Context: an optimization exercise on an open-source flow, tuned for a short achievable clock period and few clock cycles. The choices shown serve that exercise and are no tape-out recipe.
The RTL was checked by simulation tests, not by an equivalence proof against the original design.
Power and IR drop assume default switching activity.

## job 3369
## Pipeline_CPU
module Pipeline_CPU( clk_i, rst_n, imem_addr_o, imem_data_i,
                     dmem_addr_o, dmem_wdata_o, dmem_we_o, dmem_re_o, dmem_rdata_i );
For scale: ~2200 cells after synthesis, about 17000 um2 of cells after synthesis.
==> flow/config.mk <==
export PLATFORM = sky130hd
export DESIGN_NAME = Pipeline_CPU
export DESIGN_NICKNAME = Pipeline_CPU
export VERILOG_FILES = /design/flow/design.v
export SDC_FILE = /design/flow/constraint.sdc
export NUM_CORES = 4
export LEC_CHECK = 0
export ABC_CLOCK_PERIOD_IN_PS = 2000
export CAP_MARGIN = 20
export CORE_MARGIN = 2
export CORE_UTILIZATION = 40
export CTS_CLUSTER_DIAMETER = 90
export CTS_CLUSTER_SIZE = 24
export PLACE_DENSITY = 0.6
export SETUP_SLACK_MARGIN = 4.6
export SLEW_MARGIN = 20
==> flow/constraint.sdc <==
create_clock -name core_clock -period 7.0 [get_ports {clk_i}]
set_input_delay 1.4000 -clock core_clock [delete_from_list [all_inputs] [get_ports {clk_i}]]
set_output_delay 1.4000 -clock core_clock [all_outputs]
set_load 0.01 [all_outputs]
standard.sh (not shown) runs the stock make flow with config.mk's settings and CLKGATE_MAP_FILE= SYNTH_SCRIPT=/design/flow/synth_recipe.tcl, a recipe that flattens the netlist after the stock synthesis.
==> flow/flow/run.sh <==
#!/bin/bash
# Standard synthesis, then the combinational logic re-mapped by ABC for
# delay (registers untouched), then the standard layout from floorplan on.
set -euo pipefail
R=$PWD/orfs/results/$FLOW_PLATFORM/Pipeline_CPU/base
LIB=$FLOW_HOME/platforms/$FLOW_PLATFORM/lib/sky130_fd_sc_hd__tt_025C_1v80.lib

bash standard.sh $R/1_2_yosys.v > synth.log 2>&1
cp $R/1_2_yosys.v $PWD/std_synth.v
sed -e "s|@LIB@|$LIB|g" -e "s|@IN@|$PWD/std_synth.v|" -e "s|@OUT@|$R/1_2_yosys.v|" \
    -e "s|@TOP@|$FLOW_TOP|" -e "s|@ABC@|$PWD/flow/remap.abc|" flow/remap.ys.in > remap.ys
yosys -q -l remap.log remap.ys > remap.out 2>&1
bash standard.sh > layout.log 2>&1
Other scripts of this flow, unchanged in this note and not shown: flow/flow/remap.abc, flow/flow/remap.ys.in
Testbench counts of job 3369, summed over its fixed seeds: cycles 17,319.
Setup changes, job 3369 to job 4166
--- a/flow/design.v
+++ b/flow/design.v
@@ -35,18 +35,19 @@
 output        dmem_re_o;
 input  [15:0] dmem_rdata_i;
 reg  [14:0] pc;           
 reg         d_v;          
 reg  [15:0] d_ir;
 reg  [14:0] d_pcp;        
 reg         d_pt;         
 reg  [7:1]  d_rs, d_rt;   
 reg  [7:1]  d_rsm;        
+reg  [7:1]  d_rsz;        
 reg  [7:1]  d_wd;         
 reg  [15:0] e_a, e_b;     
 reg  [7:0]  e_sel;        
 reg         e_ld;
 reg  [7:1]  e_wd_q;       
 reg         e_br_q;
 reg         e_kill;       
 wire [7:1]  e_wd = e_kill ? 7'd0 : e_wd_q;
 wire        e_br = e_br_q & ~e_kill;
@@ -58,26 +59,28 @@
 reg         stall;        
 wire        mis;
 wire [15:0] res;
 wire [15:0] fi    = imem_data_i;
 wire [2:0]  f_op  = fi[15:13];
 wire        f_j   = (f_op == 3'd7);
 wire        f_beq = (f_op == 3'd5);
 wire        f_bne = (f_op == 3'd6);
 wire        f_eqf = (fi[12:10] == fi[9:7]);
-wire        dz_exit;
+wire        dz_known, dz_zero;
+wire [2:0]  dz_reg;
+wire        dz_exit = dz_known & dz_zero;
 wire        f_pt  = (f_beq & (f_eqf | fi[6])) | (f_bne & ~f_eqf & ~(fi[6] & dz_exit));
 wire [14:0] pcq;
 ks_add #(15) u_finc (.a(pc), .b(15'd0), .cin(1'b1), .s(pcq), .cout());
 wire [7:0]  f_lo;
-wire [7:0]  f_up   = pc[14:7];
+wire [7:0]  f_up   = pcq[14:7];
 wire [7:0]  f_upp, f_upm;
-ks_add #(7) u_flo  (.a(pc[6:0]), .b(fi[6:0]), .cin(1'b1), .s(f_lo[6:0]),  .cout(f_lo[7]));
+ks_add #(7) u_flo  (.a(pcq[6:0]), .b(fi[6:0]), .cin(1'b0), .s(f_lo[6:0]),  .cout(f_lo[7]));
 ks_add #(8) u_fupp (.a(f_up), .b(8'h00), .cin(1'b1), .s(f_upp), .cout());
 ks_add #(8) u_fupm (.a(f_up), .b(8'hff), .cin(1'b0), .s(f_upm), .cout());
 wire [7:0]  f_hi   = (fi[6] == f_lo[7])  ? f_up : (f_lo[7]  ? f_upp : f_upm);
 wire [14:0] f_bt   = {f_hi, f_lo[6:0]};
 wire [14:0] f_jt   = {pcq[14:13], fi[12:0]};
 wire [14:0] f_npc  = f_j ? f_jt  : (f_pt ? f_bt  : pcq);
 wire        f_r    = (f_op == 3'd0);
 wire        f_wr   = (f_op == 3'd0) | (f_op == 3'd1) | (f_op == 3'd2) | (f_op == 3'd3);
 wire [2:0]  f_dn   = f_r ? fi[6:4] : fi[9:7];
@@ -100,63 +103,61 @@
     end
 end
 always @(posedge clk_i) begin
     if (!stall) begin
         d_ir  <= fi;
         d_pcp <= pcq;
         d_pt  <= f_pt;
         d_rs  <= f_urs ? f_rs1h[7:1] : 7'd0;
         d_rsm <= f_mem ? f_rs1h[7:1] : 7'd0;
+        d_rsz <= (f_op == 3'd1) ? f_rs1h[7:1] : 7'd0;
         d_rt  <= f_urt ? f_rt1h[7:1] : 7'd0;
         d_wd  <= f_wr  ? f_wd1h[7:1] : 7'd0;
     end
 end
 assign imem_addr_o = {pc, 1'b0};
 wire [2:0] op = d_ir[15:13];
 wire [3:0] fn = d_ir[3:0];
 wire [15:0] sext = {{9{d_ir[6]}}, d_ir[6:0]};
 wire is_r   = (op == 3'd0);
 wire is_ai  = (op == 3'd1);
 wire is_lui = (op == 3'd2);
 wire is_lw  = (op == 3'd3);
 wire is_sw  = (op == 3'd4);
 wire is_br  = (op == 3'd5) | (op == 3'd6);
-reg [15:0] rs_v, rt_v, rm_v;
+reg [15:0] rs_v, rt_v, rm_v, rz_v;
 integer i;
 always @(*) begin
     rs_v = 16'd0;
     rm_v = 16'd0;
+    rz_v = 16'd0;
     rt_v = 16'd0;
     for (i = 1; i < 8; i = i + 1) begin
         rs_v = rs_v | ({16{d_rs[i]}} & rf[i]);
         rm_v = rm_v | ({16{d_rsm[i]}} & rf[i]);
+        rz_v = rz_v | ({16{d_rsz[i]}} & rf[i]);
         rt_v = rt_v | ({16{d_rt[i]}} & rf[i]);
     end
 end
 wire hit_s = |(d_rs & e_wd);
 wire hit_t = |(d_rt & e_wd);
 always @(posedge clk_i or negedge rst_n) begin
     if (!rst_n)
         stall <= 1'b0;
     else
         stall <= ~mis & ~stall & d_v & f_mem & |(f_rs1h[7:1] & d_wd);
 end
 wire go = d_v & ~stall & ~mis;
-reg  [7:1] rf_one;
-always @(posedge clk_i or negedge rst_n) begin
-    if (!rst_n)
-        rf_one <= 7'd0;
-    else
-        for (i = 1; i < 8; i = i + 1)
-            rf_one[i] <= (rf[i] == 16'd1) & ~e_wd[i];
-end
-assign dz_exit = d_v & is_ai & (d_ir[6:0] == 7'h7f) & (d_ir[12:10] == d_ir[9:7])
-               & |(d_rs & rf_one) & ~hit_s;
+wire [15:0] nsext;
+ks_add #(16) u_neg (.a(~sext), .b(16'd0), .cin(1'b1), .s(nsext), .cout());
+assign dz_reg   = d_ir[9:7];
+assign dz_known = d_v & is_ai & ~hit_s & (dz_reg != 3'd0);
+assign dz_zero  = (rz_v == nsext);
 reg [7:0] sel;
 always @(*) begin
     sel = 8'd0;
     if (is_r) begin
         if (fn[3] == 1'b0) sel[fn[2:0]] = 1'b1;
     end else if (is_ai | is_lui)
         sel[0] = 1'b1;
 end
 wire [15:0] b_imm  = is_lui ? {1'b0, d_ir[6:0], 8'd0} : sext;
### Flow results
Compared with job 3369, job 4166 shows a higher net count of the mapped netlist. Job 3369 → job 4166: setup slack +0.022 ns; final area went up about 4.5%; cell count climbed about 5%; worst-skew pair later-pin latency rose 0.02 ns; wire length of the first global-routing pass now sits higher. When job 4166 is set beside job 3369, its relative contribution of the clock network to total power turns out to be 1.2 points larger. Job 4166 vs. job 3369: time the final worst path needs with I/O delays and setup went down by 0.022 ns. Job 3369 → job 4166: global-route usage up 0.89 points; wire length up 3.6 mm; data arrival at the endpoint of the critical path up 0.02 ns. Job 3369 vs job 4166, endpoint of the worst setup timing path: pc[11] vs pc[13].
Testbench counts of job 4166, summed over its fixed seeds: cycles 17,319.

==> afterwards: timing with drivers on the ports <==
How much do the figures lean on ideal ports? The routed layouts below were timed once more, with nothing changed but the port constraints.
Step 1 assumes that a clkbuf_16 drives the clock port and a buf_2 every other input.
Step 2 also shifts input and output timing later by t, the mid clock arrival at the registers, as if the neighbouring blocks saw the same clock.
Three values: ideal, step 1, step 2; two values: the first two.
run	shift t [ns]	setup slack, ns	hold slack, ns	worst data-port slew with drivers (ns)	cell pins on the clock port's net
job 3369	0.593	4.299 / 4.319 / 3.727	0.489 / 0.489 / 0.489	0.06	1
job 4166	0.610	4.321 / 4.323 / 3.713	0.454 / 0.454 / 0.454	0.07	1
After both steps setup and hold are still met in every run listed. The setup slack of job 4166, which loses most, moves by +0.002 ns with the drivers and by -0.608 ns with both steps.
